Background: an optimization exercise with open tools, aiming at a short achievable clock period and few clock cycles. Do not read the settings as production practice.
Function not checked in this run: the RTL went through the layout flow alone.
No activity file was given, so power comes from the tool's default toggle rates.

File: flow/run.sh
#!/bin/bash
# synth_recipe.tcl (not shown) runs the flow's synth.tcl, then flattens the netlist and writes it again
# the make line also repeats each setting of config.mk as NAME=value (left out here)
make -C /OpenROAD-flow-scripts/flow DESIGN_CONFIG=/design/flow/config.mk WORK_HOME=/design/flow/orfs CLKGATE_MAP_FILE= SYNTH_SCRIPT=/design/flow/synth_recipe.tcl finish
File: flow/config.mk
export PLATFORM = sky130hd
export DESIGN_NAME = avion_cpu
export DESIGN_NICKNAME = avion_cpu
export VERILOG_FILES = /design/flow/design.v
export SDC_FILE = /design/flow/constraint.sdc
export NUM_CORES = 4
export LEC_CHECK = 0
export CAP_MARGIN = 20
export CORE_MARGIN = 2
export CORE_UTILIZATION = 40
export SLEW_MARGIN = 20
File: flow/design.v
module avion_cpu #(
    parameter ADDRESS_WIDTH = 6,
    parameter DATA_WIDTH = 10
)(
    input clk,
    input rst,
    output reg [DATA_WIDTH-1:0] MDRIn,
    output reg RAMWr,
    output reg [ADDRESS_WIDTH-1:0] MAR,
    input [DATA_WIDTH-1:0] MDROut,
    output reg [5:0] PC,
    output reg halted
);
localparam OP_LOD = 4'd0, OP_STO = 4'd1, OP_ADD = 4'd2, OP_SUB = 4'd3,
           OP_MUL = 4'd4, OP_DIV = 4'd5, OP_JMP = 4'd6, OP_JMZ = 4'd7,
           OP_HLT = 4'd9;
reg [9:0]  cd [0:63];    
reg [63:0] cv;           
reg [63:0] rq;           
reg [5:0] fpc;           
reg       s2v;           
reg [9:0] s2ir;
reg [5:0] s2pc1;         
reg [9:0] acc;
reg       rdv;           
reg       flv;           
reg [5:0] fla;
reg        mdb;          
reg [1:0]  mdph;
reg [9:0]  opr;
reg [9:0]  dq;           
reg [10:0] drem;         
reg [2:0]  dcnt;
wire [3:0] op  = s2ir[9:6];
wire [5:0] ea  = s2ir[5:0];
wire       run = s2v & ~halted;
wire       uses_opnd = run & (op == OP_LOD || op == OP_ADD || op == OP_SUB ||
                              op == OP_MUL || op == OP_DIV);
wire [9:0] opnd  = cd[ea];
wire       opnd_ok = cv[ea];
wire       s2_miss = uses_opnd & ~opnd_ok & ~mdb;
wire       is_md = (op == OP_MUL || op == OP_DIV);
reg [10:0] r1, r2;
reg [9:0]  q1, q2;
always @(*) begin
    r1 = {drem[9:0], dq[9]};
    q1 = {dq[8:0], 1'b0};
    if (r1 >= {1'b0, opr}) begin r1 = r1 - {1'b0, opr}; q1[0] = 1'b1; end
    r2 = {r1[9:0], q1[9]};
    q2 = {q1[8:0], 1'b0};
    if (r2 >= {1'b0, opr}) begin r2 = r2 - {1'b0, opr}; q2[0] = 1'b1; end
end
wire md_done = mdb & ((s2ir[9:6] == OP_MUL) ? 1'b1 : (dcnt == 3'd4));
wire s2_busy = s2_miss | (run & is_md & ~md_done);    
wire sto     = run & (op == OP_STO);
wire jmz_tk  = run & (op == OP_JMZ) & (acc == 10'd0);
wire hlt     = run & (op == OP_HLT);
wire       byp   = sto & (ea == fpc);
wire [9:0] fw    = byp ? acc : cd[fpc];
wire       f_hit = byp | cv[fpc];
wire       f_jmp = (fw[9:6] == OP_JMP);
wire [63:0] need = ~(cv | rq);
wire        d2   = s2_miss & need[ea];
wire        d1   = ~halted & ~f_hit & need[fpc];
wire [127:0] need2 = {need, need} >> fpc;
reg  [5:0]  pfo;
reg         pfv;
integer k;
always @(*) begin
    pfo = 6'd0; pfv = 1'b0;
    for (k = 63; k >= 0; k = k - 1)
        if (need2[k]) begin pfo = k[5:0]; pfv = 1'b1; end
end
wire [5:0] pfa = fpc + pfo;
always @(posedge clk) begin
    if (rst) begin
        cv <= 64'd0; rq <= 64'd1;
        fpc <= 6'd0; s2v <= 1'b0; s2ir <= 10'd0; s2pc1 <= 6'd0; acc <= 10'd0;
        MAR <= 6'd0; RAMWr <= 1'b0; MDRIn <= 10'd0; rdv <= 1'b1; flv <= 1'b0; fla <= 6'd0;
        halted <= 1'b0; PC <= 6'd0;
        mdb <= 1'b0; mdph <= 2'd0; dcnt <= 3'd0;
    end else begin
        flv <= rdv; fla <= MAR;
        if (flv && !cv[fla]) begin cd[fla] <= MDROut; cv[fla] <= 1'b1; end
        RAMWr <= 1'b0; rdv <= 1'b0;
        if (sto) begin
            cd[ea] <= acc; cv[ea] <= 1'b1; rq[ea] <= 1'b1;
            MAR <= ea; RAMWr <= 1'b1; MDRIn <= acc;
        end else if (d2) begin
            MAR <= ea; rdv <= 1'b1; rq[ea] <= 1'b1;
        end else if (d1) begin
            MAR <= fpc; rdv <= 1'b1; rq[fpc] <= 1'b1;
        end else if (pfv) begin
            MAR <= pfa; rdv <= 1'b1; rq[pfa] <= 1'b1;
        end
        if (run && !s2_busy) begin
            case (op)
                OP_LOD: acc <= opnd;
                OP_ADD: acc <= acc + opnd;
                OP_SUB: acc <= acc - opnd;
                OP_MUL: acc <= acc * opr;
                OP_DIV: acc <= (opr == 10'd0) ? 10'd0 : q2;
                default: ;
            endcase
        end
        if (hlt) begin halted <= 1'b1; PC <= s2pc1; end
        if (run && is_md && !s2_miss) begin
            if (!mdb) begin
                mdb <= 1'b1; opr <= opnd; dq <= acc; drem <= 11'd0; dcnt <= 3'd0;
            end else if (md_done) begin
                mdb <= 1'b0;
            end else begin
                dq <= q2; drem <= r2; dcnt <= dcnt + 3'd1;
            end
        end
        if (!s2_busy && !halted) begin
            if (jmz_tk) begin
                fpc <= ea; s2v <= 1'b0;
            end else if (f_hit && !hlt) begin
                fpc <= f_jmp ? fw[5:0] : fpc + 6'd1;
                s2v <= ~f_jmp; s2ir <= fw; s2pc1 <= fpc + 6'd1;
            end else begin
                s2v <= 1'b0;
            end
        end
    end
end
endmodule
File: flow/constraint.sdc
create_clock -name core_clock -period 20.0 [get_ports {clk}]
set_input_delay 4.0000 -clock core_clock [delete_from_list [all_inputs] [get_ports {clk}]]
set_output_delay 4.0000 -clock core_clock [all_outputs]
set_load 0.01 [all_outputs]
==> impl_metrics.tcl <==
set metrics [dict create \
    clkTransAtPathRegs_ns 0.07 \
    wl_um 253000 \
    rsz0062_at_grt "false" \
    met3_usage 0.0804 \
    yosysMostFrequentCell "edfxtp_1" \
    muxShareOfSynthArea 0.330 \
    outcome "timing/DRC/antenna clean" \
    register_area_um2 24400 \
    clk_path_buf_depth 3 \
    cp_num_buf_inv 2 \
    yosysWarnings 1 \
    synth_compound_area_frac 0.105 \
    htree_levels 3 \
    cp.arrival_ns 9.63 \
    post_cts_resize_count 0 \
    n_fill_cell 14400 \
    cp_top_family "compound AO/OA/AOI/OAI gates" \
    grt_util_met2 0.479 \
    cts_buffers 99 \
    syn_avg_cell_area_um2 11.9 \
    grt_overflow 0 \
    rows 144 \
    power_density_nw_per_um2 115 \
    max_freq_ghz 0.112 \
    tightest_slew_ns 1.26 \
    ff2ff_setup_slack_ns 11.06 \
    die_height_um 398 \
    cp-start-kind "register" \
    switching_share 0.433 \
    fin_skew_ns 0.144 \
    cts_tree "built" \
    maxCapViolCount 0 \
    synth_top_family_by_area "multiplexers" \
    first_pass_iters 6 \
    ctsHoldBuffers 0 \
    drive_above_1_share 0.322 \
    tns_ns 0 \
    ys_ff_latch 879 \
    yosys-top-cells-area "edfxtp_1, mux4_2, mux2_2" \
    timing.rr.end "rq[33]$_SDFFE_PP0P_" \
    root_buffer "clkbuf_16" \
    yosys.area_share.simple 0.0991 \
    critPathKind "register to register" \
    first_global_vias 47000 \
    vdd_ir_drop_max_uv 84.3 \
    design_area_um2 67600 \
    synth_cell_types 92 \
    synth-xor-area-share 0.0119 \
    pwr-share-comb 0.472 \
    async_reset_ff_frac 0 \
    grt.busiest_layer "met2" \
    synth-edff-count 670 \
    min_from "MDRIn[7]$_SDFFE_PP0P_" \
    grt.total_usage 0.314 \
    fp.dieArea_um2 159000 \
    slowest_stage "o31ai_1" \
    wl_per_cell_um 35.4 \
    cts.sinks 879 \
    fin_util 0.439 \
    drt_iter0_drc 7137 \
    worstRegToRegCells 25 \
    ys_seq_area_frac 0.391 \
    synthTopCellsByCount "edfxtp_1, mux2_2, mux4_2, clkbuf_1, nand2_1" \
    maxSlewViolCount 0 \
    p_int_uw 4400 \
    chipWidth_um 398 \
    worstPathMaxFanout 61 \
    areaGrowthSynthToFinish_pct 8.76 \
    synth_top_flop_cell "edfxtp_1" \
    worstReg2RegStart "fpc[1]$_SDFFE_PP0P_" \
    p_leak_uw 0.0222 \
    grt_max_degree 94 \
    multi_input_area_um2 35500 \
    hold_viol_final 0 \
    slew_headroom 0.147 \
    postCtsSetupRepairBufs 0 \
    vias 49100 \
    synth_cells 5232 \
    gr-usage-met1 0.417 \
    initial_core_util 0.403 \
    fin_crit_sh 0.447 \
    portBuffers 35 \
    critical-path-max-stage-delay_ns 0.87 \
    nets 5124 \
    io-pin-count 36 \
    hold_depth 2 \
    antenna_left 0 \
    holdPathEnd "MDRIn[7]$_SDFFE_PP0P_" \
    crit_required_ns 20.69 \
    p_sw_uw 3360 \
    syn_area_um2 62200 \
    synth_nets 5348 \
    vias_per_cell 6.87 \
    hold_class "register to register" \
    yosysTopAreaCell "edfxtp_1" \
    gp_congestion 1.02 \
    synth_top_area_frac 0.324 \
    placed_cell_area_um2 64300 \
    synthAdderAreaFrac 0.0241 \
    cp-end-kind "register" \
    layout_min_cycle_time_ns 8.94 \
    clk_latency_ns 0.80 \
    pwr-share-seq 0.287 \
    hold_slack_ns 0.458 \
    antenna_found_initial 13 \
    core_area_um2 154000 \
    clock_power_share 0.241 \
    finalSetupViolations 0 \
    hpwl_um 176000 \
    grt_pass1_wl_um 359000 \
    drc 0 \
]
-- layer usage --
metal / up-vias / wire (um)
li1: 20100 / -
met1: 25200 / 96400
met2: 3133 / 113000
met3: 625 / 28600
met4: 12 / 14500
met5: - / 81
-- worst max-delay path by stage --
stage,to,start,slack [ns],cells past startpoint
2_1_floorplan,dq[0]$_DFFE_PP_,rst,13.74,3
3_5_place_dp,rq[63]$_SDFFE_PP0P_,fpc[1]$_SDFFE_PP0P_,11.40,20
4_1_cts,rq[57]$_SDFFE_PP0P_,fpc[0]$_SDFFE_PP0P_,11.43,20
3_3_place_gp,rq[54]$_SDFFE_PP0P_,fpc[0]$_SDFFE_PP0P_,11.56,19
6_report,rq[33]$_SDFFE_PP0P_,fpc[1]$_SDFFE_PP0P_,11.06,25
5_1_grt,rq[33]$_SDFFE_PP0P_,fpc[0]$_SDFFE_PP0P_,10.92,22
-- layout by cell type, fill, tap and decap left out, drive strengths merged, types with 125 or more instances in the layout --
| cell type | instances |
|---|---|
| nor2 | 350 |
| mux4 | 540 |
| edfxtp | 670 |
| buf | 182 |
| nor3 | 127 |
| a21oi | 166 |
| mux2 | 648 |
| o21ai | 262 |
| dfxtp | 209 |
| nand2 | 377 |
| clkbuf | 125 |
-- worst register-to-register path: cells and delay by family (launching register included) --
kind | cells | cell delay [ns]
DFF | 1 | 0.64
xor gates and xnor gates | 1 | 0.48
AOI/OAI and AO/OA | 12 | 3.62
buffers and inverters | 2 | 0.80
and+or+nand+nor | 9 | 2.93
adders and majority gates | 1 | 0.45
-- registers in the layout (all words and copies together), names as in the netlist, 3 cells and up, named ones only --
signal and count:
s2pc1 6, s2ir 10, acc 10, MAR 6, dq 10, drem 10, cv 64, dcnt 3
fla 6, fpc 6, cd 640, MDRIn 10, opr 10, rq 64, PC 6
-- metrics by stage --
| stage | worst slack (ns) | std cells | total power, uW |
|---|---|---|---|
| after floorplan | 13.74 | 5232 | 4490 |
| after global placement | 11.56 | 6951 | 5800 |
| after detailed placement | 11.40 | 6951 | 5800 |
| after CTS | 11.43 | 7136 | 7650 |
| after global routing | 10.92 | 7136 | 7980 |
| final | 11.06 | 7141 | 7760 |
-- final cells by class --
cell class                 count  share of cell area
timing repair buffer         206              0.0238
multi-input combinational   3734               0.525
clock buffer                 125              0.0387
sequential                   879               0.360
clock inverter                60             0.00951
antenna                        5            0.000185
inverter                      88             0.00490
tap                         2044              0.0378
-- logic make-up after synthesis --
kind of cell,Yosys count
multiplexers,1292
AND/OR/NAND/NOR,1281
AO/OA/AOI/OAI,974
flip-flops,879
buffers and inverters,619
adder cells (fa/ha/maj),104
XOR/XNOR,83
-- power by group through the flow --
stage	clock network, uW	logic (uW)	registers, uW
2_1_floorplan	0	2360	2130
3_3_place_gp	0	3550	2250
3_5_place_dp	0	3540	2250
4_1_cts	1880	3550	2220
5_1_grt	1950	3810	2230
6_report	1870	3670	2230

## afterwards: timing with drivers on the ports
No port has a modelled driver above. Below, the same layout with a new extraction and two added sets of constraints. Step 1 assumes that a clkbuf_16 drives the clock port and a buf_2 every other input. Step 2, shift: input delay + t, output delay - t, t = (earliest + latest rising clock arrival at the registers) / 2. This alone moves slack from input paths to output paths. Three values: ideal, step 1, step 2; two values: the first two.
t, ns: 0.822
slack for setup (ns): 11.064 / 11.064 / 11.064
worst register clock-pin slew, ns: 0.09 / 0.09
After both steps this run still meets setup and hold. The setup slack of this run moves by 0.000 ns with the drivers and by 0.000 ns with both steps.
